Source: an optimization exercise on an open RTL-to-GDS flow (aim: small area, a short achievable clock period and few clock cycles per item). Production flows keep margins and buffers that such runs may drop. Function was not checked in any run shown here: the RTL went through the layout flow alone. Power figures rest on the tool's default switching activity, not on a simulated workload.

==> flow/design.v (outline; a module is shown in full before it is edited, if it fits) <==
// module mul_unit: 46 lines
// module mul_fa: 4 lines
// module mul_bsel: 5 lines
// module mul_bsel8: 8 lines
// module mul_nand2: 3 lines
// module mul_xor2: 3 lines
// module mul_aoi22: 3 lines
// module mul_xnor2: 3 lines
// module mul_x2: 3 lines
// module mul_x3: 3 lines
// module mul_mj: 3 lines
// module mul_and2: 3 lines
// module mul_ao21: 3 lines
// module mul_ha: 4 lines
// module shift_add_multiplier: 1637 lines
module mul_unit
(
    input  logic                  clk,
    input  logic                  rst,
    input  logic                  start,
    input  logic [1:0]            mul_type,
    input  logic [31:0]           a,
    input  logic [31:0]           b,
    input  logic [4:0]            arch_reg,
    input  logic [5:0]   phys_reg,
    input  logic [2:0]  rob,
    input  logic                  cdb_mul_ack,
    input  logic                  branch,
    output logic                  cdb_valid,
    output logic [2:0]  cdb_rob,
    output logic [4:0]            cdb_arch_reg,
    output logic [5:0]   cdb_phys_reg,
    output logic [31:0]           cdb_data,
    output logic [31:0]           cdb_ps1_rdata,
    output logic [31:0]           cdb_ps2_rdata,
    output logic                  done
);
  // ...
==> flow/flow/run.sh <==
#!/bin/bash
# The standard ORFS layout (standard.sh) with two changes:
#  - the port buffers are sky130_fd_sc_hd__buf_1 instead of the cell
#    buffer_ports picks by itself (a slow delay cell);
#  - after the standard synthesis every combinational cell is set to its
#    drive-1 variant; floorplan/placement repair sizes up what timing needs.
set -euo pipefail
export BUFFER_PORTS_ARGS="-buffer_cell sky130_fd_sc_hd__buf_1"
RES=orfs/results/${FLOW_PLATFORM}/mul_unit/base
bash standard.sh synth > synth.log 2>&1
DS_ODB=$RES/1_synth.odb openroad -no_init -exit flow/downsize.tcl > downsize.log 2>&1
touch $RES/1_synth.sdc
bash standard.sh > standard.log 2>&1
==> flow/flow/downsize.tcl <==
# Set every combinational cell of the synthesized netlist to its drive-1
# variant; the resizer's repair steps size up what timing needs.
set odb_file $::env(DS_ODB)
read_db $odb_file
set db [ord::get_db]
set n 0
foreach inst [[ord::get_db_block] getInsts] {
  set m [[$inst getMaster] getName]
  if {[regexp {^(sky130_fd_sc_hd__[a-z0-9]+)_([0-9]+)$} $m -> base drive]} {
    if {$drive <= 1} continue
    if {[regexp {df|dl|sdf|edf|clk|conb|buf} $base]} continue
    set new [$db findMaster ${base}_1]
    if {$new == "NULL" || $new == ""} continue
    $inst swapMaster $new
    incr n
  }
}
puts "downsized $n cells"
write_db $odb_file
==> flow/standard.sh <==
#!/bin/bash
# synth_recipe.tcl (not shown) runs the flow's synth.tcl, then flattens the netlist and writes it again
# the make line also repeats each setting of config.mk as NAME=value (left out here)
make -C /OpenROAD-flow-scripts/flow DESIGN_CONFIG=/design/flow/config.mk WORK_HOME=/design/flow/orfs CLKGATE_MAP_FILE= SYNTH_SCRIPT=/design/flow/synth_recipe.tcl "${@:-finish}"
==> flow/config.mk <==
export PLATFORM = sky130hd
export DESIGN_NAME = mul_unit
export DESIGN_NICKNAME = mul_unit
export VERILOG_FILES = /design/flow/design.v
export SDC_FILE = /design/flow/constraint.sdc
export NUM_CORES = 4
export LEC_CHECK = 0
export CAP_MARGIN = 20
export CORE_MARGIN = 2
export CORE_UTILIZATION = 60
export SETUP_SLACK_MARGIN = 1.1
export SLEW_MARGIN = 20
export SYNTH_HIERARCHICAL = 1
export SYNTH_MINIMUM_KEEP_SIZE = 0
==> flow/constraint.sdc <==
create_clock -name core_clock -period 5.0 [get_ports {clk}]
set_input_delay 1.0000 -clock core_clock [delete_from_list [all_inputs] [get_ports {clk}]]
set_output_delay 1.0000 -clock core_clock [all_outputs]
set_load 0.01 [all_outputs]
==> impl_metrics.env, run 1 <==
export IMPL_status="no timing/DRC/antenna violations"
export IMPL_worst_slew_pin_slew_ps=876
export IMPL_power_density_nw_per_um2=625
export IMPL_drc=0
export IMPL_crit_arrival_ps=2930
export IMPL_grtUsageMet1_pct=46.6
export IMPL_crit_cells=10
export IMPL_signal_buffers=355
export IMPL_multi_input_area_share_pct=61.2
export IMPL_timing_final_ws_setup_ps=1070
export IMPL_hp_class="reg -> reg"
export IMPL_multi_input_gates=1177
export IMPL_num_rows=59
export IMPL_fill_cells=1850
export IMPL_endpoint_kind="primary output"
export IMPL_critPathKind="reg -> out"
export IMPL_clkbuf_count=17
export IMPL_clk_share_pct=3.23
export IMPL_grt_pass1_wl_microns=74200
export IMPL_first_global_vias=12842
export IMPL_power_frac_seq_pct=18.2
export IMPL_grt_use_met3_pct=6.33
export IMPL_port_buffers=196
export IMPL_synth_warnings=7
export IMPL_fin_cells=2069
export IMPL_grt_max_degree=82
export IMPL_path_buf_inv=1
export IMPL_vias_per_cell=6.27
export IMPL_timing_fmax_mhz=254
export IMPL_routed_wl_microns=48700
export IMPL_cp_top_family="adder cells"
export IMPL_swShare_pct=43.9
export IMPL_die_area_sq_um=28100
export IMPL_root_buffer="clkbuf_16"
export IMPL_flops_and_latches=168
export IMPL_dp_cells=1955
export IMPL_cp_common_cell="a21o_1"
export IMPL_seqAreaFraction_pct=22.0
export IMPL_ioPinCount=197
==> run 2, diff against run 1 <==
--- a/flow/design.v
+++ b/flow/design.v
@@ -1030,50 +1030,42 @@
     logic s1859;
     logic c1860;
     logic s1864;
     logic c1865;
     logic s1869;
     logic c1870;
     logic s1874;
     logic c1875;
-    logic s1879;
-    logic c1880;
-    logic s1884;
-    logic c1885;
-    logic s1889;
-    logic c1890;
-    logic s1894;
-    logic c1895;
-    logic x1899;
-    logic x1902;
-    logic x1905;
-    logic x1908;
-    logic x1911;
-    logic x1914;
-    logic x1917;
-    logic x1920;
-    logic x1923;
-    logic x1926;
-    logic x1929;
-    logic x1932;
-    logic x1935;
-    logic x1938;
-    logic x1941;
-    logic x1944;
-    logic x1947;
-    logic x1950;
-    logic x1953;
-    logic x1956;
-    logic x1959;
-    logic x1962;
-    logic x1965;
-    logic x1968;
-    logic x1971;
-    logic x1974;
+    logic x1879;
+    logic x1882;
+    logic x1885;
+    logic x1888;
+    logic x1891;
+    logic x1894;
+    logic x1897;
+    logic x1900;
+    logic x1903;
+    logic x1906;
+    logic x1909;
+    logic x1912;
+    logic x1915;
+    logic x1918;
+    logic x1921;
+    logic x1924;
+    logic x1927;
+    logic x1930;
+    logic x1933;
+    logic x1936;
+    logic x1939;
+    logic x1942;
+    logic x1945;
+    logic x1948;
+    logic x1951;
+    logic x1954;
     assign pp0 = (bo_q[0] & a_q[0]) ^ b_q[1];
     mul_bsel u3 (.one(bo_q[0]), .two(bt_q[0]), .neg(b_q[1]), .a0(a_q[1]), .a1(a_q[0]), .pp(pp2));
     mul_bsel u6 (.one(bo_q[0]), .two(bt_q[0]), .neg(b_q[1]), .a0(a_q[2]), .a1(a_q[1]), .pp(pp5));
     mul_bsel u9 (.one(bo_q[0]), .two(bt_q[0]), .neg(b_q[1]), .a0(a_q[3]), .a1(a_q[2]), .pp(pp8));
     mul_bsel u12 (.one(bo_q[0]), .two(bt_q[0]), .neg(b_q[1]), .a0(a_q[4]), .a1(a_q[3]), .pp(pp11));
     mul_bsel u15 (.one(bo_q[0]), .two(bt_q[0]), .neg(b_q[1]), .a0(a_q[5]), .a1(a_q[4]), .pp(pp14));
     mul_bsel u18 (.one(bo_q[0]), .two(bt_q[0]), .neg(b_q[1]), .a0(a_q[6]), .a1(a_q[5]), .pp(pp17));
     mul_bsel u21 (.one(bo_q[0]), .two(bt_q[0]), .neg(b_q[1]), .a0(a_q[7]), .a1(a_q[6]), .pp(pp20));
@@ -1435,180 +1427,176 @@
     mul_fa u1271 (.a(pp233), .b(pp311), .ci(pp383), .s(s1269), .co(c1270));
     mul_fa u1276 (.a(pp449), .b(pp509), .ci(pp563), .s(s1274), .co(c1275));
     mul_fa u1281 (.a(pp611), .b(pp653), .ci(pp690), .s(s1279), .co(c1280));
     mul_fa u1286 (.a(c1220), .b(c1225), .ci(c1230), .s(s1284), .co(c1285));
     mul_fa u1291 (.a(s1264), .b(s1269), .ci(s1274), .s(s1289), .co(c1290));
     mul_fa u1296 (.a(s1279), .b(c1235), .ci(c1240), .s(s1294), .co(c1295));
     mul_fa u1301 (.a(s1284), .b(s1289), .ci(c1245), .s(s1299), .co(c1300));
     mul_fa u1306 (.a(s1294), .b(c1250), .ci(s1299), .s(s1304), .co(c1305));
-    mul_ha u1311 (.a(c1255), .b(s1304), .s(s1309), .co(c1310));
-    mul_fa u1316 (.a(pp62), .b(pp152), .ci(pp236), .s(s1314), .co(c1315));
-    mul_fa u1321 (.a(pp314), .b(pp386), .ci(pp452), .s(s1319), .co(c1320));
-    mul_fa u1326 (.a(pp512), .b(pp566), .ci(pp614), .s(s1324), .co(c1325));
-    mul_fa u1331 (.a(pp656), .b(pp692), .ci(c1265), .s(s1329), .co(c1330));
-    mul_fa u1336 (.a(c1270), .b(c1275), .ci(c1280), .s(s1334), .co(c1335));
-    mul_fa u1341 (.a(s1314), .b(s1319), .ci(s1324), .s(s1339), .co(c1340));
-    mul_fa u1346 (.a(c1285), .b(s1329), .ci(c1290), .s(s1344), .co(c1345));
-    mul_fa u1351 (.a(s1334), .b(s1339), .ci(c1295), .s(s1349), .co(c1350));
-    mul_fa u1356 (.a(s1344), .b(c1300), .ci(s1349), .s(s1354), .co(c1355));
-    mul_ha u1361 (.a(c1305), .b(s1354), .s(s1359), .co(c1360));
-    mul_fa u1366 (.a(b_q[23]), .b(pp65), .ci(pp155), .s(s1364), .co(c1365));
-    mul_fa u1371 (.a(pp239), .b(pp317), .ci(pp389), .s(s1369), .co(c1370));
-    mul_fa u1376 (.a(pp455), .b(pp515), .ci(pp569), .s(s1374), .co(c1375));
-    mul_fa u1381 (.a(pp617), .b(pp659), .ci(pp695), .s(s1379), .co(c1380));
-    mul_fa u1386 (.a(pp726), .b(c1315), .ci(c1320), .s(s1384), .co(c1385));
-    mul_fa u1391 (.a(c1325), .b(s1364), .ci(s1369), .s(s1389), .co(c1390));
-    mul_fa u1396 (.a(s1374), .b(s1379), .ci(c1330), .s(s1394), .co(c1395));
-    mul_fa u1401 (.a(c1335), .b(s1384), .ci(c1340), .s(s1399), .co(c1400));
-    mul_fa u1406 (.a(s1389), .b(s1394), .ci(c1345), .s(s1404), .co(c1405));
-    mul_fa u1411 (.a(s1399), .b(c1350), .ci(s1404), .s(s1409), .co(c1410));
-    mul_ha u1416 (.a(c1355), .b(s1409), .s(s1414), .co(c1415));
-    mul_fa u1421 (.a(pp68), .b(pp158), .ci(pp242), .s(s1419), .co(c1420));
-    mul_fa u1426 (.a(pp320), .b(pp392), .ci(pp458), .s(s1424), .co(c1425));
-    mul_fa u1431 (.a(pp518), .b(pp572), .ci(pp620), .s(s1429), .co(c1430));
-    mul_fa u1436 (.a(pp662), .b(pp698), .ci(pp728), .s(s1434), .co(c1435));
-    mul_fa u1441 (.a(c1365), .b(c1370), .ci(c1375), .s(s1439), .co(c1440));
-    mul_fa u1446 (.a(c1380), .b(s1419), .ci(s1424), .s(s1444), .co(c1445));
-    mul_fa u1451 (.a(s1429), .b(s1434), .ci(c1385), .s(s1449), .co(c1450));
-    mul_fa u1456 (.a(c1390), .b(s1439), .ci(s1444), .s(s1454), .co(c1455));
-    mul_fa u1461 (.a(c1395), .b(s1449), .ci(c1400), .s(s1459), .co(c1460));
-    mul_fa u1466 (.a(s1454), .b(c1405), .ci(s1459), .s(s1464), .co(c1465));
-    mul_ha u1471 (.a(c1410), .b(s1464), .s(s1469), .co(c1470));
-    mul_fa u1476 (.a(b_q[25]), .b(pp71), .ci(pp161), .s(s1474), .co(c1475));
-    mul_fa u1481 (.a(pp245), .b(pp323), .ci(pp395), .s(s1479), .co(c1480));
-    mul_fa u1486 (.a(pp461), .b(pp521), .ci(pp575), .s(s1484), .co(c1485));
-    mul_fa u1491 (.a(pp623), .b(pp665), .ci(pp701), .s(s1489), .co(c1490));
-    mul_fa u1496 (.a(pp731), .b(pp756), .ci(c1420), .s(s1494), .co(c1495));
-    mul_fa u1501 (.a(c1425), .b(c1430), .ci(c1435), .s(s1499), .co(c1500));
-    mul_fa u1506 (.a(s1474), .b(s1479), .ci(s1484), .s(s1504), .co(c1505));
-    mul_fa u1511 (.a(s1489), .b(c1440), .ci(s1494), .s(s1509), .co(c1510));
-    mul_fa u1516 (.a(c1445), .b(s1499), .ci(s1504), .s(s1514), .co(c1515));
-    mul_fa u1521 (.a(c1450), .b(s1509), .ci(c1455), .s(s1519), .co(c1520));
-    mul_fa u1526 (.a(s1514), .b(c1460), .ci(s1519), .s(s1524), .co(c1525));
-    mul_fa u1531 (.a(pp74), .b(pp164), .ci(pp248), .s(s1529), .co(c1530));
-    mul_fa u1536 (.a(pp326), .b(pp398), .ci(pp464), .s(s1534), .co(c1535));
-    mul_fa u1541 (.a(pp524), .b(pp578), .ci(pp626), .s(s1539), .co(c1540));
-    mul_fa u1546 (.a(pp668), .b(pp704), .ci(pp734), .s(s1544), .co(c1545));
-    mul_fa u1551 (.a(pp758), .b(c1475), .ci(c1480), .s(s1549), .co(c1550));
-    mul_fa u1556 (.a(c1485), .b(c1490), .ci(s1529), .s(s1554), .co(c1555));
-    mul_fa u1561 (.a(s1534), .b(s1539), .ci(s1544), .s(s1559), .co(c1560));
-    mul_fa u1566 (.a(c1495), .b(c1500), .ci(s1549), .s(s1564), .co(c1565));
-    mul_fa u1571 (.a(c1505), .b(s1554), .ci(s1559), .s(s1569), .co(c1570));
-    mul_fa u1576 (.a(c1510), .b(s1564), .ci(c1515), .s(s1574), .co(c1575));
-    mul_ha u1581 (.a(s1569), .b(c1520), .s(s1579), .co(c1580));
-    mul_fa u1586 (.a(b_q[27]), .b(pp77), .ci(pp167), .s(s1584), .co(c1585));
-    mul_fa u1591 (.a(pp251), .b(pp329), .ci(pp401), .s(s1589), .co(c1590));
-    mul_fa u1596 (.a(pp467), .b(pp527), .ci(pp581), .s(s1594), .co(c1595));
-    mul_fa u1601 (.a(pp629), .b(pp671), .ci(pp707), .s(s1599), .co(c1600));
-    mul_fa u1606 (.a(pp737), .b(pp761), .ci(pp780), .s(s1604), .co(c1605));
-    mul_fa u1611 (.a(c1530), .b(c1535), .ci(c1540), .s(s1609), .co(c1610));
-    mul_fa u1616 (.a(c1545), .b(s1584), .ci(s1589), .s(s1614), .co(c1615));
-    mul_fa u1621 (.a(s1594), .b(s1599), .ci(s1604), .s(s1619), .co(c1620));
-    mul_fa u1626 (.a(c1550), .b(c1555), .ci(c1560), .s(s1624), .co(c1625));
-    mul_fa u1631 (.a(s1609), .b(s1614), .ci(s1619), .s(s1629), .co(c1630));
-    mul_fa u1636 (.a(c1565), .b(s1624), .ci(c1570), .s(s1634), .co(c1635));
-    mul_ha u1641 (.a(s1629), .b(c1575), .s(s1639), .co(c1640));
-    mul_fa u1646 (.a(pp80), .b(pp170), .ci(pp254), .s(s1644), .co(c1645));
-    mul_fa u1651 (.a(pp332), .b(pp404), .ci(pp470), .s(s1649), .co(c1650));
-    mul_fa u1656 (.a(pp530), .b(pp584), .ci(pp632), .s(s1654), .co(c1655));
-    mul_fa u1661 (.a(pp674), .b(pp710), .ci(pp740), .s(s1659), .co(c1660));
-    mul_fa u1666 (.a(pp764), .b(pp782), .ci(c1585), .s(s1664), .co(c1665));
-    mul_fa u1671 (.a(c1590), .b(c1595), .ci(c1600), .s(s1669), .co(c1670));
-    mul_fa u1676 (.a(c1605), .b(s1644), .ci(s1649), .s(s1674), .co(c1675));
-    mul_fa u1681 (.a(s1654), .b(s1659), .ci(c1610), .s(s1679), .co(c1680));
-    mul_fa u1686 (.a(s1664), .b(c1615), .ci(c1620), .s(s1684), .co(c1685));
-    mul_fa u1691 (.a(s1669), .b(s1674), .ci(s1679), .s(s1689), .co(c1690));
-    mul_fa u1696 (.a(c1625), .b(c1630), .ci(s1684), .s(s1694), .co(c1695));
-    mul_ha u1701 (.a(s1689), .b(c1635), .s(s1699), .co(c1700));
-    mul_fa u1706 (.a(b_q[29]), .b(pp83), .ci(pp173), .s(s1704), .co(c1705));
-    mul_fa u1711 (.a(pp257), .b(pp335), .ci(pp407), .s(s1709), .co(c1710));
-    mul_fa u1716 (.a(pp473), .b(pp533), .ci(pp587), .s(s1714), .co(c1715));
-    mul_fa u1721 (.a(pp635), .b(pp677), .ci(pp713), .s(s1719), .co(c1720));
-    mul_fa u1726 (.a(pp743), .b(pp767), .ci(pp785), .s(s1724), .co(c1725));
-    mul_fa u1731 (.a(pp798), .b(c1645), .ci(c1650), .s(s1729), .co(c1730));
-    mul_fa u1736 (.a(c1655), .b(c1660), .ci(s1704), .s(s1734), .co(c1735));
-    mul_fa u1741 (.a(s1709), .b(s1714), .ci(s1719), .s(s1739), .co(c1740));
-    mul_fa u1746 (.a(s1724), .b(c1665), .ci(c1670), .s(s1744), .co(c1745));
-    mul_fa u1751 (.a(s1729), .b(c1675), .ci(s1734), .s(s1749), .co(c1750));
-    mul_fa u1756 (.a(s1739), .b(c1680), .ci(s1744), .s(s1754), .co(c1755));
-    mul_fa u1761 (.a(c1685), .b(s1749), .ci(c1690), .s(s1759), .co(c1760));
-    mul_ha u1766 (.a(s1754), .b(c1695), .s(s1764), .co(c1765));
-    mul_fa u1771 (.a(pp86), .b(pp176), .ci(pp260), .s(s1769), .co(c1770));
-    mul_fa u1776 (.a(pp338), .b(pp410), .ci(pp476), .s(s1774), .co(c1775));
-    mul_fa u1781 (.a(pp536), .b(pp590), .ci(pp638), .s(s1779), .co(c1780));
-    mul_fa u1786 (.a(pp680), .b(pp716), .ci(pp746), .s(s1784), .co(c1785));
-    mul_fa u1791 (.a(pp770), .b(pp788), .ci(pp800), .s(s1789), .co(c1790));
-    mul_fa u1796 (.a(c1705), .b(c1710), .ci(c1715), .s(s1794), .co(c1795));
-    mul_fa u1801 (.a(c1720), .b(c1725), .ci(s1769), .s(s1799), .co(c1800));
-    mul_fa u1806 (.a(s1774), .b(s1779), .ci(s1784), .s(s1804), .co(c1805));
-    mul_fa u1811 (.a(s1789), .b(c1730), .ci(c1735), .s(s1809), .co(c1810));
-    mul_fa u1816 (.a(c1740), .b(s1794), .ci(s1799), .s(s1814), .co(c1815));
-    mul_fa u1821 (.a(s1804), .b(c1745), .ci(c1750), .s(s1819), .co(c1820));
-    mul_fa u1826 (.a(s1809), .b(s1814), .ci(c1755), .s(s1824), .co(c1825));
-    mul_ha u1831 (.a(s1819), .b(c1760), .s(s1829), .co(c1830));
-    mul_fa u1836 (.a(pp810), .b(pp89), .ci(pp179), .s(s1834), .co(c1835));
-    mul_fa u1841 (.a(pp263), .b(pp341), .ci(pp413), .s(s1839), .co(c1840));
-    mul_fa u1846 (.a(pp479), .b(pp539), .ci(pp593), .s(s1844), .co(c1845));
-    mul_fa u1851 (.a(pp641), .b(pp683), .ci(pp719), .s(s1849), .co(c1850));
-    mul_fa u1856 (.a(pp749), .b(pp773), .ci(pp791), .s(s1854), .co(c1855));
-    mul_fa u1861 (.a(pp803), .b(c1770), .ci(c1775), .s(s1859), .co(c1860));
-    mul_fa u1866 (.a(c1780), .b(c1785), .ci(c1790), .s(s1864), .co(c1865));
-    mul_fa u1871 (.a(s1834), .b(s1839), .ci(s1844), .s(s1869), .co(c1870));
-    mul_fa u1876 (.a(s1849), .b(s1854), .ci(c1795), .s(s1874), .co(c1875));
-    mul_fa u1881 (.a(c1800), .b(s1859), .ci(c1805), .s(s1879), .co(c1880));
-    mul_fa u1886 (.a(s1864), .b(s1869), .ci(c1810), .s(s1884), .co(c1885));
-    mul_fa u1891 (.a(s1874), .b(c1815), .ci(s1879), .s(s1889), .co(c1890));
-    mul_fa u1896 (.a(c1820), .b(s1884), .ci(s1889), .s(s1894), .co(c1895));
-    mul_x2 u1900 (.a(pp811), .b(pp92), .s(x1899));
-    mul_x2 u1903 (.a(pp182), .b(pp266), .s(x1902));
-    mul_x2 u1906 (.a(pp344), .b(pp416), .s(x1905));
-    mul_x2 u1909 (.a(pp482), .b(pp542), .s(x1908));
-    mul_x2 u1912 (.a(pp596), .b(pp644), .s(x1911));
-    mul_x2 u1915 (.a(pp686), .b(pp722), .s(x1914));
-    mul_x2 u1918 (.a(pp752), .b(pp776), .s(x1917));
-    mul_x2 u1921 (.a(pp794), .b(pp806), .s(x1920));
-    mul_x2 u1924 (.a(x1899), .b(x1902), .s(x1923));
-    mul_x2 u1927 (.a(x1905), .b(x1908), .s(x1926));
-    mul_x2 u1930 (.a(x1911), .b(x1914), .s(x1929));
-    mul_x2 u1933 (.a(x1917), .b(x1920), .s(x1932));
-    mul_x2 u1936 (.a(x1923), .b(x1926), .s(x1935));
-    mul_x2 u1939 (.a(x1929), .b(x1932), .s(x1938));
-    mul_x2 u1942 (.a(c1835), .b(c1840), .s(x1941));
-    mul_x2 u1945 (.a(c1845), .b(c1850), .s(x1944));
-    mul_x2 u1948 (.a(c1855), .b(x1935), .s(x1947));
-    mul_x2 u1951 (.a(x1938), .b(x1941), .s(x1950));
-    mul_x2 u1954 (.a(x1944), .b(x1947), .s(x1953));
-    mul_x2 u1957 (.a(x1950), .b(c1860), .s(x1956));
-    mul_x2 u1960 (.a(c1865), .b(c1870), .s(x1959));
-    mul_x2 u1963 (.a(x1953), .b(x1956), .s(x1962));
-    mul_x2 u1966 (.a(x1959), .b(x1962), .s(x1965));
-    mul_x2 u1969 (.a(c1875), .b(c1880), .s(x1968));
-    mul_x2 u1972 (.a(x1965), .b(x1968), .s(x1971));
-    mul_x2 u1975 (.a(c1885), .b(x1971), .s(x1974));
+    mul_fa u1311 (.a(pp62), .b(pp152), .ci(pp236), .s(s1309), .co(c1310));
+    mul_fa u1316 (.a(pp314), .b(pp386), .ci(pp452), .s(s1314), .co(c1315));
+    mul_fa u1321 (.a(pp512), .b(pp566), .ci(pp614), .s(s1319), .co(c1320));
+    mul_fa u1326 (.a(pp656), .b(pp692), .ci(c1265), .s(s1324), .co(c1325));
+    mul_fa u1331 (.a(c1270), .b(c1275), .ci(c1280), .s(s1329), .co(c1330));
+    mul_fa u1336 (.a(s1309), .b(s1314), .ci(s1319), .s(s1334), .co(c1335));
+    mul_fa u1341 (.a(c1285), .b(s1324), .ci(c1290), .s(s1339), .co(c1340));
+    mul_fa u1346 (.a(s1329), .b(s1334), .ci(c1295), .s(s1344), .co(c1345));
+    mul_ha u1351 (.a(s1339), .b(c1300), .s(s1349), .co(c1350));
+    mul_fa u1356 (.a(b_q[23]), .b(pp65), .ci(pp155), .s(s1354), .co(c1355));
+    mul_fa u1361 (.a(pp239), .b(pp317), .ci(pp389), .s(s1359), .co(c1360));
+    mul_fa u1366 (.a(pp455), .b(pp515), .ci(pp569), .s(s1364), .co(c1365));
+    mul_fa u1371 (.a(pp617), .b(pp659), .ci(pp695), .s(s1369), .co(c1370));
+    mul_fa u1376 (.a(pp726), .b(c1310), .ci(c1315), .s(s1374), .co(c1375));
+    mul_fa u1381 (.a(c1320), .b(s1354), .ci(s1359), .s(s1379), .co(c1380));
+    mul_fa u1386 (.a(s1364), .b(s1369), .ci(c1325), .s(s1384), .co(c1385));
+    mul_fa u1391 (.a(c1330), .b(s1374), .ci(c1335), .s(s1389), .co(c1390));
+    mul_fa u1396 (.a(s1379), .b(s1384), .ci(c1340), .s(s1394), .co(c1395));
+    mul_ha u1401 (.a(s1389), .b(c1345), .s(s1399), .co(c1400));
+    mul_fa u1406 (.a(pp68), .b(pp158), .ci(pp242), .s(s1404), .co(c1405));
+    mul_fa u1411 (.a(pp320), .b(pp392), .ci(pp458), .s(s1409), .co(c1410));
+    mul_fa u1416 (.a(pp518), .b(pp572), .ci(pp620), .s(s1414), .co(c1415));
+    mul_fa u1421 (.a(pp662), .b(pp698), .ci(pp728), .s(s1419), .co(c1420));
+    mul_fa u1426 (.a(c1355), .b(c1360), .ci(c1365), .s(s1424), .co(c1425));
+    mul_fa u1431 (.a(c1370), .b(s1404), .ci(s1409), .s(s1429), .co(c1430));
+    mul_fa u1436 (.a(s1414), .b(s1419), .ci(c1375), .s(s1434), .co(c1435));
+    mul_fa u1441 (.a(c1380), .b(s1424), .ci(s1429), .s(s1439), .co(c1440));
+    mul_fa u1446 (.a(c1385), .b(s1434), .ci(c1390), .s(s1444), .co(c1445));
+    mul_ha u1451 (.a(s1439), .b(c1395), .s(s1449), .co(c1450));
+    mul_fa u1456 (.a(b_q[25]), .b(pp71), .ci(pp161), .s(s1454), .co(c1455));
+    mul_fa u1461 (.a(pp245), .b(pp323), .ci(pp395), .s(s1459), .co(c1460));
+    mul_fa u1466 (.a(pp461), .b(pp521), .ci(pp575), .s(s1464), .co(c1465));
+    mul_fa u1471 (.a(pp623), .b(pp665), .ci(pp701), .s(s1469), .co(c1470));
+    mul_fa u1476 (.a(pp731), .b(pp756), .ci(c1405), .s(s1474), .co(c1475));
+    mul_fa u1481 (.a(c1410), .b(c1415), .ci(c1420), .s(s1479), .co(c1480));
+    mul_fa u1486 (.a(s1454), .b(s1459), .ci(s1464), .s(s1484), .co(c1485));
+    mul_fa u1491 (.a(s1469), .b(c1425), .ci(s1474), .s(s1489), .co(c1490));
+    mul_fa u1496 (.a(c1430), .b(s1479), .ci(s1484), .s(s1494), .co(c1495));
+    mul_fa u1501 (.a(c1435), .b(s1489), .ci(c1440), .s(s1499), .co(c1500));
+    mul_ha u1506 (.a(s1494), .b(c1445), .s(s1504), .co(c1505));
+    mul_fa u1511 (.a(pp74), .b(pp164), .ci(pp248), .s(s1509), .co(c1510));
+    mul_fa u1516 (.a(pp326), .b(pp398), .ci(pp464), .s(s1514), .co(c1515));
+    mul_fa u1521 (.a(pp524), .b(pp578), .ci(pp626), .s(s1519), .co(c1520));
+    mul_fa u1526 (.a(pp668), .b(pp704), .ci(pp734), .s(s1524), .co(c1525));
+    mul_fa u1531 (.a(pp758), .b(c1455), .ci(c1460), .s(s1529), .co(c1530));
+    mul_fa u1536 (.a(c1465), .b(c1470), .ci(s1509), .s(s1534), .co(c1535));
+    mul_fa u1541 (.a(s1514), .b(s1519), .ci(s1524), .s(s1539), .co(c1540));
+    mul_fa u1546 (.a(c1475), .b(c1480), .ci(s1529), .s(s1544), .co(c1545));
+    mul_fa u1551 (.a(c1485), .b(s1534), .ci(s1539), .s(s1549), .co(c1550));
+    mul_fa u1556 (.a(c1490), .b(s1544), .ci(c1495), .s(s1554), .co(c1555));
+    mul_ha u1561 (.a(s1549), .b(c1500), .s(s1559), .co(c1560));
+    mul_fa u1566 (.a(b_q[27]), .b(pp77), .ci(pp167), .s(s1564), .co(c1565));
+    mul_fa u1571 (.a(pp251), .b(pp329), .ci(pp401), .s(s1569), .co(c1570));
+    mul_fa u1576 (.a(pp467), .b(pp527), .ci(pp581), .s(s1574), .co(c1575));
+    mul_fa u1581 (.a(pp629), .b(pp671), .ci(pp707), .s(s1579), .co(c1580));
+    mul_fa u1586 (.a(pp737), .b(pp761), .ci(pp780), .s(s1584), .co(c1585));
+    mul_fa u1591 (.a(c1510), .b(c1515), .ci(c1520), .s(s1589), .co(c1590));
+    mul_fa u1596 (.a(c1525), .b(s1564), .ci(s1569), .s(s1594), .co(c1595));
+    mul_fa u1601 (.a(s1574), .b(s1579), .ci(s1584), .s(s1599), .co(c1600));
+    mul_fa u1606 (.a(c1530), .b(c1535), .ci(c1540), .s(s1604), .co(c1605));
+    mul_fa u1611 (.a(s1589), .b(s1594), .ci(s1599), .s(s1609), .co(c1610));
+    mul_fa u1616 (.a(c1545), .b(s1604), .ci(c1550), .s(s1614), .co(c1615));
+    mul_ha u1621 (.a(s1609), .b(c1555), .s(s1619), .co(c1620));
+    mul_fa u1626 (.a(pp80), .b(pp170), .ci(pp254), .s(s1624), .co(c1625));
+    mul_fa u1631 (.a(pp332), .b(pp404), .ci(pp470), .s(s1629), .co(c1630));
+    mul_fa u1636 (.a(pp530), .b(pp584), .ci(pp632), .s(s1634), .co(c1635));
+    mul_fa u1641 (.a(pp674), .b(pp710), .ci(pp740), .s(s1639), .co(c1640));
+    mul_fa u1646 (.a(pp764), .b(pp782), .ci(c1565), .s(s1644), .co(c1645));
+    mul_fa u1651 (.a(c1570), .b(c1575), .ci(c1580), .s(s1649), .co(c1650));
+    mul_fa u1656 (.a(c1585), .b(s1624), .ci(s1629), .s(s1654), .co(c1655));
+    mul_fa u1661 (.a(s1634), .b(s1639), .ci(c1590), .s(s1659), .co(c1660));
+    mul_fa u1666 (.a(s1644), .b(c1595), .ci(c1600), .s(s1664), .co(c1665));
+    mul_fa u1671 (.a(s1649), .b(s1654), .ci(s1659), .s(s1669), .co(c1670));
+    mul_fa u1676 (.a(c1605), .b(c1610), .ci(s1664), .s(s1674), .co(c1675));
+    mul_ha u1681 (.a(s1669), .b(c1615), .s(s1679), .co(c1680));
+    mul_fa u1686 (.a(b_q[29]), .b(pp83), .ci(pp173), .s(s1684), .co(c1685));
+    mul_fa u1691 (.a(pp257), .b(pp335), .ci(pp407), .s(s1689), .co(c1690));
+    mul_fa u1696 (.a(pp473), .b(pp533), .ci(pp587), .s(s1694), .co(c1695));
+    mul_fa u1701 (.a(pp635), .b(pp677), .ci(pp713), .s(s1699), .co(c1700));
+    mul_fa u1706 (.a(pp743), .b(pp767), .ci(pp785), .s(s1704), .co(c1705));
+    mul_fa u1711 (.a(pp798), .b(c1625), .ci(c1630), .s(s1709), .co(c1710));
+    mul_fa u1716 (.a(c1635), .b(c1640), .ci(s1684), .s(s1714), .co(c1715));
+    mul_fa u1721 (.a(s1689), .b(s1694), .ci(s1699), .s(s1719), .co(c1720));
+    mul_fa u1726 (.a(s1704), .b(c1645), .ci(c1650), .s(s1724), .co(c1725));
+    mul_fa u1731 (.a(s1709), .b(c1655), .ci(s1714), .s(s1729), .co(c1730));
+    mul_fa u1736 (.a(s1719), .b(c1660), .ci(s1724), .s(s1734), .co(c1735));
+    mul_fa u1741 (.a(c1665), .b(s1729), .ci(c1670), .s(s1739), .co(c1740));
+    mul_ha u1746 (.a(s1734), .b(c1675), .s(s1744), .co(c1745));
+    mul_fa u1751 (.a(pp86), .b(pp176), .ci(pp260), .s(s1749), .co(c1750));
+    mul_fa u1756 (.a(pp338), .b(pp410), .ci(pp476), .s(s1754), .co(c1755));
+    mul_fa u1761 (.a(pp536), .b(pp590), .ci(pp638), .s(s1759), .co(c1760));
+    mul_fa u1766 (.a(pp680), .b(pp716), .ci(pp746), .s(s1764), .co(c1765));
+    mul_fa u1771 (.a(pp770), .b(pp788), .ci(pp800), .s(s1769), .co(c1770));
+    mul_fa u1776 (.a(c1685), .b(c1690), .ci(c1695), .s(s1774), .co(c1775));
+    mul_fa u1781 (.a(c1700), .b(c1705), .ci(s1749), .s(s1779), .co(c1780));
+    mul_fa u1786 (.a(s1754), .b(s1759), .ci(s1764), .s(s1784), .co(c1785));
+    mul_fa u1791 (.a(s1769), .b(c1710), .ci(c1715), .s(s1789), .co(c1790));
+    mul_fa u1796 (.a(c1720), .b(s1774), .ci(s1779), .s(s1794), .co(c1795));
+    mul_fa u1801 (.a(s1784), .b(c1725), .ci(c1730), .s(s1799), .co(c1800));
+    mul_fa u1806 (.a(s1789), .b(s1794), .ci(c1735), .s(s1804), .co(c1805));
+    mul_ha u1811 (.a(s1799), .b(c1740), .s(s1809), .co(c1810));
+    mul_fa u1816 (.a(pp810), .b(pp89), .ci(pp179), .s(s1814), .co(c1815));
+    mul_fa u1821 (.a(pp263), .b(pp341), .ci(pp413), .s(s1819), .co(c1820));
+    mul_fa u1826 (.a(pp479), .b(pp539), .ci(pp593), .s(s1824), .co(c1825));
+    mul_fa u1831 (.a(pp641), .b(pp683), .ci(pp719), .s(s1829), .co(c1830));
+    mul_fa u1836 (.a(pp749), .b(pp773), .ci(pp791), .s(s1834), .co(c1835));
+    mul_fa u1841 (.a(pp803), .b(c1750), .ci(c1755), .s(s1839), .co(c1840));
+    mul_fa u1846 (.a(c1760), .b(c1765), .ci(c1770), .s(s1844), .co(c1845));
+    mul_fa u1851 (.a(s1814), .b(s1819), .ci(s1824), .s(s1849), .co(c1850));
+    mul_fa u1856 (.a(s1829), .b(s1834), .ci(c1775), .s(s1854), .co(c1855));
+    mul_fa u1861 (.a(c1780), .b(s1839), .ci(c1785), .s(s1859), .co(c1860));
+    mul_fa u1866 (.a(s1844), .b(s1849), .ci(c1790), .s(s1864), .co(c1865));
+    mul_fa u1871 (.a(s1854), .b(c1795), .ci(s1859), .s(s1869), .co(c1870));
+    mul_fa u1876 (.a(c1800), .b(s1864), .ci(s1869), .s(s1874), .co(c1875));
+    mul_x2 u1880 (.a(pp811), .b(pp92), .s(x1879));
+    mul_x2 u1883 (.a(pp182), .b(pp266), .s(x1882));
+    mul_x2 u1886 (.a(pp344), .b(pp416), .s(x1885));
+    mul_x2 u1889 (.a(pp482), .b(pp542), .s(x1888));
+    mul_x2 u1892 (.a(pp596), .b(pp644), .s(x1891));
+    mul_x2 u1895 (.a(pp686), .b(pp722), .s(x1894));
+    mul_x2 u1898 (.a(pp752), .b(pp776), .s(x1897));
+    mul_x2 u1901 (.a(pp794), .b(pp806), .s(x1900));
+    mul_x2 u1904 (.a(x1879), .b(x1882), .s(x1903));
+    mul_x2 u1907 (.a(x1885), .b(x1888), .s(x1906));
+    mul_x2 u1910 (.a(x1891), .b(x1894), .s(x1909));
+    mul_x2 u1913 (.a(x1897), .b(x1900), .s(x1912));
+    mul_x2 u1916 (.a(x1903), .b(x1906), .s(x1915));
+    mul_x2 u1919 (.a(x1909), .b(x1912), .s(x1918));
+    mul_x2 u1922 (.a(c1815), .b(c1820), .s(x1921));
+    mul_x2 u1925 (.a(c1825), .b(c1830), .s(x1924));
+    mul_x2 u1928 (.a(c1835), .b(x1915), .s(x1927));
+    mul_x2 u1931 (.a(x1918), .b(x1921), .s(x1930));
+    mul_x2 u1934 (.a(x1924), .b(x1927), .s(x1933));
+    mul_x2 u1937 (.a(x1930), .b(c1840), .s(x1936));
+    mul_x2 u1940 (.a(c1845), .b(c1850), .s(x1939));
+    mul_x2 u1943 (.a(x1933), .b(x1936), .s(x1942));
+    mul_x2 u1946 (.a(x1939), .b(x1942), .s(x1945));
+    mul_x2 u1949 (.a(c1855), .b(c1860), .s(x1948));
+    mul_x2 u1952 (.a(x1945), .b(x1948), .s(x1951));
+    mul_x2 u1955 (.a(c1865), .b(x1951), .s(x1954));
     logic [30:0] cs0_q;
     logic [30:0] cs1_q;
-    logic [30:24] cs2_q;
+    logic [30:20] cs2_q;
     logic [2:0] top_q;
     always_ff @(posedge clk) begin
-        cs0_q <= {c1825, c1765, c1700, s1694, s1634, s1574, c1465, c1415, c1360, c1310, c1260, s1254, c1170, c1130, c1090, c1055, c1020, s1014, c960, c935, c910, s904, c870, s864, s849, s834, s824, c815, pp96, pp2, b_q[1]};
-        cs1_q <= {c1830, s1824, s1759, c1640, c1580, s1579, s1524, s1469, s1414, s1359, s1309, s1259, s1214, s1169, s1129, s1089, s1054, s1019, s989, s959, s934, s909, s889, s869, s854, s839, s829, s819, s814, 1'b0, pp0};
-        cs2_q <= {s1894, s1829, s1764, s1699, s1639, c1525, c1470};
-        top_q <= {c1895, x1974, c1890};
+        cs0_q <= {c1805, c1745, c1680, s1674, s1614, s1554, s1499, s1444, s1394, s1344, c1255, s1254, c1170, c1130, c1090, c1055, c1020, s1014, c960, c935, c910, s904, c870, s864, s849, s834, s824, c815, pp96, pp2, b_q[1]};
+        cs1_q <= {c1810, s1804, s1739, c1620, c1560, c1505, c1450, c1400, c1350, s1349, s1304, s1259, s1214, s1169, s1129, s1089, s1054, s1019, s989, s959, s934, s909, s889, s869, s854, s839, s829, s819, s814, 1'b0, pp0};
+        cs2_q <= {s1874, s1809, s1744, s1679, s1619, s1559, s1504, s1449, s1399, c1305, c1260};
+        top_q <= {c1875, x1954, c1870};
     end
     logic [31:0] prod;
     logic [30:0] pg_g, pg_p, ad_x, ad_y;
-    logic [31:24] o3_c;
-    assign o3_c[24] = 1'b0;
-    for (genvar i = 24; i < 31; i++) begin : g_o3
+    logic [31:20] o3_c;
+    assign o3_c[20] = 1'b0;
+    for (genvar i = 20; i < 31; i++) begin : g_o3
         mul_fa u (.a(cs0_q[i]), .b(cs1_q[i]), .ci(cs2_q[i]), .s(ad_x[i]), .co(o3_c[i+1]));
     end
-    assign ad_y[30:24] = o3_c[30:24];
-    assign ad_x[23:0] = cs0_q[23:0];
-    assign ad_y[23:0] = cs1_q[23:0];
+    assign ad_y[30:20] = o3_c[30:20];
+    assign ad_x[19:0] = cs0_q[19:0];
+    assign ad_y[19:0] = cs1_q[19:0];
     for (genvar i = 0; i < 31; i++) begin : g_pg
         mul_ha u (.a(ad_x[i]), .b(ad_y[i]), .s(pg_p[i]), .co(pg_g[i]));
     end
     logic sk0_g1;
     mul_ao21 u_sk0_g1 (.a(pg_p[1]), .b(pg_g[0]), .c(pg_g[1]), .y(sk0_g1));
     logic sk0_g3;
     mul_ao21 u_sk0_g3 (.a(pg_p[3]), .b(pg_g[2]), .c(pg_g[3]), .y(sk0_g3));
     logic sk0_p3;
@@ -1873,23 +1861,17 @@
     mul_x2 u_sum23 (.a(pg_p[23]), .b(sk4_g22), .s(prod[23]));
     mul_x2 u_sum24 (.a(pg_p[24]), .b(sk4_g23), .s(prod[24]));
     mul_x2 u_sum25 (.a(pg_p[25]), .b(sk4_g24), .s(prod[25]));
     mul_x2 u_sum26 (.a(pg_p[26]), .b(sk4_g25), .s(prod[26]));
     mul_x2 u_sum27 (.a(pg_p[27]), .b(sk4_g26), .s(prod[27]));
     mul_x2 u_sum28 (.a(pg_p[28]), .b(sk4_g27), .s(prod[28]));
     mul_x2 u_sum29 (.a(pg_p[29]), .b(sk4_g28), .s(prod[29]));
     mul_x2 u_sum30 (.a(pg_p[30]), .b(sk4_g29), .s(prod[30]));
-    logic p31_2;
-    mul_x2 u_p31_2 (.a(top_q[0]), .b(top_q[1]), .s(p31_2));
-    logic p31_1;
-    mul_x2 u_p31_1 (.a(top_q[2]), .b(o3_c[31]), .s(p31_1));
-    logic p31_0;
-    mul_x2 u_p31_0 (.a(p31_2), .b(p31_1), .s(p31_0));
-    mul_x2 u_sum31 (.a(p31_0), .b(sk4_g30), .s(prod[31]));
+    assign prod[31] = sk4_g30 ^ (^top_q) ^ o3_c[31];
     logic g, gd;
     assign g  = deliver;
     assign gd = deliver & ~zero_q;
     logic [31:0] data_g, ps1_g, ps2_g;
     logic [13:0] tag_g, tag_q;
     assign tag_q = {rob_q, arch_q, phys_q};
     for (genvar i = 0; i < 32; i++) begin : g_gate
         mul_and2 u_d (.a(gd), .b(prod[i]), .y(data_g[i]));
==> flow/config.mk (replaced) <==
export PLATFORM = sky130hd
export DESIGN_NAME = mul_unit
export DESIGN_NICKNAME = mul_unit
export VERILOG_FILES = /design/flow/design.v
export SDC_FILE = /design/flow/constraint.sdc
export NUM_CORES = 4
export LEC_CHECK = 0
export CAP_MARGIN = 20
export CORE_MARGIN = 2
export CORE_UTILIZATION = 60
export SETUP_SLACK_MARGIN = 0.65
export SLEW_MARGIN = 20
export SYNTH_HIERARCHICAL = 1
export SYNTH_MINIMUM_KEEP_SIZE = 0
==> impl_metrics.env, run 2 <==
export IMPL_r2r_cells=7
export IMPL_largest_register="u_mul.a_q"
export IMPL_postPlaceCellArea_sq_um=17900
export IMPL_power_density_nw_per_um2=643
export IMPL_hold_viol=0
export IMPL_worst_slew_pin_slew_ps=985
export IMPL_finalSetupViolCount=0
export IMPL_final_area_sq_um=18600
export IMPL_dr_first_iter_drc_count=1096
export IMPL_cp_common_cell="a21o_1"
export IMPL_root_buffer="clkbuf_16"
export IMPL_drc=0
export IMPL_routed_wl_microns=46300
export IMPL_worst_path_max_delay_cell="fa_1"
export IMPL_ctsHoldBuffers=0
export IMPL_wire_per_inst_microns=23.2
export IMPL_clkLatencyLatePin_ps=450
export IMPL_vias=12491
export IMPL_gp_congestion=0.890
export IMPL_status="no timing/DRC/antenna violations"
export IMPL_startpoint_type="register"
export IMPL_tns_ps=0
export IMPL_grt_pass1_wl_microns=72500
export IMPL_synth_cells=1352
export IMPL_cts_sinks=172
export IMPL_die_x_microns=168
export IMPL_dp_hpwl_microns=33100
export IMPL_period_share_pct=85.1
export IMPL_grt_use_met2_pct=54.1
export IMPL_hp_class="reg -> reg"
export IMPL_grtUsageMet1_pct=45.0
export IMPL_cap_violations=0
export IMPL_timing_final_crit_period_ps=4250
export IMPL_syn_to_final_growth_pct=15.7
export IMPL_final_common_cell="xnor2_1"
export IMPL_relSlewSlack_pct=34.4
export IMPL_postLayoutCoreUtil_pct=71.1
export IMPL_path_cells="fa_1 > ha_4 > a21o_1 > a21o_1 > a21o_1 > a21o_1 > a21o_1 > xnor2_2 > xnor2_1 > xnor2_1 > and2_1 > buf_2"
export IMPL_ioPinCount=197
export IMPL_grt_use_total_pct=33.7
export IMPL_final_nets=1984
export IMPL_critPathMaxFanout=4
export IMPL_num_rows=59
export IMPL_timing_fmax_mhz=235
export IMPL_critPathMaxStageDelay_ps=590
export IMPL_final_cell_mix="xnor2_1 (273), a22oi_1 (255), fa_1 (197), buf_1 (195), and2_1 (153)"
export IMPL_die_h_microns=168
export IMPL_synth_warnings=7
export IMPL_first_global_vias=12892
export IMPL_grt_use_met3_pct=5.83
export IMPL_clk_transition_reported_paths_ps=80
export IMPL_drive_gt1_share_pct=7.91
export IMPL_grt_overflow=0
export IMPL_antenna_cells=0
export IMPL_largest_reg_flops=32
export IMPL_power_mw=12.0
export IMPL_ir_worst_vdd_mv=0.504
export IMPL_htree_levels=4
export IMPL_synth_area_per_cell_sq_um=11.9
export IMPL_die_area_sq_um=28200
export IMPL_grt_max_degree=82
export IMPL_critPathKind="reg -> out"
export IMPL_antenna_found_initial=0
export IMPL_initial_core_util_pct=61.5
export IMPL_synth_area_sq_um=16100
export IMPL_ant_nets=0
export IMPL_top_usage_layer="met2"
export IMPL_worstHoldPathCells=1
export IMPL_cp_required_ps=4000
export IMPL_endpoint_kind="primary output"
export IMPL_p_leak_nw=7.31
export IMPL_port_buffers=196
export IMPL_coreArea_sq_um=26200
export IMPL_dr_pass1_iters=7
export IMPL_cts_buffers=17
export IMPL_clockBufferDepth=2
export IMPL_vias_per_cell=6.27
export IMPL_crit_arrival_ps=3250
export IMPL_fin_skew_ps=14.3
export IMPL_cts_tree="yes"
export IMPL_slew_violations=0
export IMPL_reg_top3="u_mul.a_q: 32 flops, u_mul.cs0_q: 31 flops, u_mul.cs1_q: 30 flops"
export IMPL_rsz0062_at_grt="true"
run 2: cell types whose count changed in the layout (fill, tap and decap cells not counted), sizes merged, moves of 2 or more:
| cell | before | now |
|---|---|---|
| buf | 351 | 275 |
| clkbuf | 21 | 17 |
| clkinv | 9 | 7 |
| dfxtp | 73 | 77 |
| xnor2 | 270 | 274 |
| xor2 | 90 | 86 |
run 2: timing repair:
action / in CTS / in global routing
setup endpoints to repair: 1 / 1
gates resized for setup: 5 / 15
endpoints found under the hold margin: 0 / 0
buffers inserted: 0 / 4
pin swaps: 2 / 11
run 2: power breakdown:
part	total, mW	switching, mW	internal (mW)
combinational	8.20	4.13	4.07
clock	1.40	0.719	0.685
sequential	2.37	0.347	2.03
run 2: metrics by stage:
stage	std cells	worst slack [ps]	hold WS (ps)
finish	1992	747	579
global route	1992	591	616
floorplan	1353	1000	461
global placement	1956	1100	542
CTS	1988	654	580
detailed placement	1956	1060	568
run 2: worst paths after layout:
kind | end | slack [ps] | startpoint
setup / recovery | cdb_data[31] | 750 | u_mul.cs2_q[25]
hold / removal | u_mul.busy | 580 | u_mul.busy
setup reg to reg | u_mul.cs2_q[30] | 1120 | u_mul.a_q[3]
hold reg to reg | u_mul.busy | 580 | u_mul.busy
run 2: cell type report:
| type | count | area [sq um] |
|---|---|---|
| clock buffer | 17 | 425 |
| clock inverter | 15 | 183 |
| fill | 2020 | 7560 |
| inverter | 2 | 11.3 |
| multi-input combinational | 1176 | 11800 |
| sequential | 172 | 4390 |
| tap | 335 | 419 |
| timing repair buffer | 275 | 1370 |
run 2: per-layer routing:
| layer | share of wire [%] | wire length, microns |
|---|---|---|
| met5 | 0 | 0 |
| met4 | 4.6 | 2120 |
| met1 | 40 | 18500 |
| met3 | 8.6 | 3970 |
| met2 | 47 | 21700 |
run 2: critical path: cells and delay by family, from the launching register on:
family,cells,cell delay [ps]
simple gates,1,140
fa+ha+maj,2,810
compound gates,5,950
xor+xnor,3,450
flops,1,320
buf+inv,1,140
==> run 3, diff against run 2 <==
--- a/flow/config.mk
+++ b/flow/config.mk
@@ -8,7 +8,7 @@
 export CAP_MARGIN = 20
 export CORE_MARGIN = 2
 export CORE_UTILIZATION = 60
-export SETUP_SLACK_MARGIN = 0.65
+export SETUP_SLACK_MARGIN = 0.9
 export SLEW_MARGIN = 20
 export SYNTH_HIERARCHICAL = 1
 export SYNTH_MINIMUM_KEEP_SIZE = 0
==> impl_metrics.env, run 3 <==
export IMPL_status="no timing/DRC/antenna violations"
export IMPL_gp_congestion=0.890
export IMPL_die_x_microns=168
export IMPL_startpoint_type="register"
export IMPL_antenna_cells=0
export IMPL_cap_violations=0
export IMPL_ant_nets=0
export IMPL_syn_to_final_growth_pct=16.0
export IMPL_synth_area_sq_um=16100
export IMPL_synth_cells=1352
export IMPL_vias_per_cell=6.23
export IMPL_crit_arrival_ps=3230
export IMPL_clockBufferDepth=2
export IMPL_die_area_sq_um=28200
export IMPL_clkLatencyLatePin_ps=450
export IMPL_critPathKind="reg -> out"
export IMPL_initial_core_util_pct=61.5
export IMPL_relSlewSlack_pct=33.9
export IMPL_route_met2_wl_microns=22200
export IMPL_grt_use_total_pct=33.9
export IMPL_antenna_found_initial=0
export IMPL_timing_final_crit_period_ps=4230
export IMPL_grt_overflow=0
export IMPL_largest_register="u_mul.a_q"
export IMPL_synth_area_per_cell_sq_um=11.9
export IMPL_drt_met1_wl_microns=18800
export IMPL_grt_max_degree=82
export IMPL_fin_skew_ps=13.8
export IMPL_critPathMaxStageDelay_ps=600
export IMPL_fill_cells=2013
export IMPL_dr_max_layer_used="met4"
export IMPL_fin_cells=1995
export IMPL_largest_reg_flops=32
export IMPL_routed_wl_microns=46500
export IMPL_final_common_cell="xnor2_1"
export IMPL_tns_ps=0
export IMPL_drc=0
export IMPL_p_leak_nw=7.35
export IMPL_slew_violations=0
export IMPL_path_cells="fa_1 > ha_4 > a21o_1 > a21o_1 > a21o_4 > a21o_1 > a21o_1 > xnor2_2 > xnor2_1 > xnor2_1 > and2_1 > buf_2"
export IMPL_cts_buffers=17
export IMPL_htree_levels=4
export IMPL_wire_per_inst_microns=23.3
export IMPL_met3_length_microns=3720
export IMPL_port_buffers=196
export IMPL_finalSetupViolCount=0
export IMPL_period_share_pct=84.6
export IMPL_hp_class="reg -> reg"
export IMPL_cts_tree="yes"
export IMPL_grt_pass1_wl_microns=72900
export IMPL_dr_first_iter_drc_count=1141
export IMPL_num_rows=59
export IMPL_ir_worst_vdd_mv=0.507
export IMPL_final_cell_mix="xnor2_1 (273), a22oi_1 (255), fa_1 (197), buf_1 (189), and2_1 (151)"
export IMPL_worst_slew_pin_slew_ps=992
export IMPL_power_density_nw_per_um2=648
export IMPL_synth_warnings=7
export IMPL_critPathMaxFanout=3
export IMPL_root_buffer="clkbuf_16"
export IMPL_coreArea_sq_um=26200
export IMPL_dr_pass1_iters=6
export IMPL_hold_viol=0
export IMPL_clk_transition_reported_paths_ps=80
export IMPL_cp_common_cell="a21o_1"
export IMPL_reg_top3="u_mul.a_q: 32 flops, u_mul.cs0_q: 31 flops, u_mul.cs1_q: 30 flops"
export IMPL_dp_hpwl_microns=33100
export IMPL_final_nets=1987
export IMPL_cts_sinks=172
export IMPL_worst_path_max_delay_cell="fa_1"
export IMPL_first_global_vias=12955
export IMPL_dp_cells=1956
export IMPL_timing_fmax_mhz=236
export IMPL_vias=12420
export IMPL_rsz0062_at_grt="true"
export IMPL_cp_required_ps=4000
export IMPL_ioPinCount=197
export IMPL_endpoint_kind="primary output"
export IMPL_drive_gt1_share_pct=8.80
export IMPL_die_h_microns=168
[run 3: critical path: cells and delay by family (launching register included)]
kind | cells | cell delay, ps
compound gates | 5 | 890
xor+xnor | 3 | 460
fa+ha+maj | 2 | 820
buf+inv | 1 | 140
flops | 1 | 320
simple gates | 1 | 140
[run 3: worst paths after layout]
path	depth (start not counted)	slack [ps]	end	startpoint
worst min register to register	1	580	u_mul.busy	u_mul.busy
worst min-delay path	1	580	u_mul.busy	u_mul.busy
worst max register to register	7	1070	u_mul.cs2_q[30]	u_mul.a_q[3]
worst max-delay path	12	770	cdb_data[31]	u_mul.cs2_q[23]
[run 3: metrics by stage]
step	setup slack [ps]	hold WS [ps]	instance area (sq um)	power (mW)	util, %
final	771	579	18700	12.1	71.3
after CTS	799	580	18700	12.1	71.3
after global placement	1100	542	17900	9.87	68.1
after floorplan	1000	461	16100	7.90	-
after global routing	647	616	18700	13.3	71.3
after detailed placement	1060	568	17900	10.1	68.1
[run 3: timing repair]
action                                 in CTS  in global routing
endpoints found under the hold margin       0                  0
cloned                                      0                  0
resized for setup                          26                 10
hold buffers                                0                  0
buffers inserted                            7                  0
setup endpoints to repair                   1                  7
pin swaps                                  17                  4
[run 3: layer usage]
| metal | vias to the layer above | GRT usage [%] |
|---|---|---|
| met4 | 0 | 15.0 |
| met3 | 120 | 6.06 |
| li1 | 5443 | - |
| met5 | - | 0 |
| met1 | 6194 | 45.0 |
| met2 | 663 | 55.1 |
[run 3: cell type report]
cell class                      count  area (sq um)  share of cell area [%]
Tap cell                          335           419                    2.24
Clock inverter                     15           183                   0.977
Timing Repair Buffer              278          1400                    7.48
Inverter                            2          11.3                  0.0602
Multi-Input combinational cell   1176         11900                    63.4
Sequential cell                   172          4400                    23.5
Clock buffer                       17           425                    2.28
[run 3: where the power goes]
group	internal, mW	switching, mW	total [mW]
Combinational	4.16	4.17	8.33
Sequential	2.03	0.346	2.38
Clock	0.685	0.723	1.41

afterwards: timing with drivers on the ports:
No port has a modelled driver above. Below, the same layouts with a new extraction and two added sets of constraints. Step 1 assumes that a clkbuf_16 drives the clock port and a buf_2 every other input. Step 2, shift: input delay + t, output delay - t, t = (earliest + latest rising clock arrival at the registers) / 2. This alone moves slack from input paths to output paths. a / b / c = ideal / step 1 / step 2; a / b = the first two.
run	t (ns)	setup slack, ns	slew at the worst register clock pin (ns)	worst data-port slew with drivers (ns)
run 1	0.497	1.071 / 1.022 / 1.150	0.09 / 0.09	0.07
run 2	0.498	0.747 / 0.693 / 1.120	0.08 / 0.08	0.06
run 3	0.500	0.771 / 0.719 / 1.070	0.08 / 0.08	0.06
After both steps every run listed still meets setup and hold.
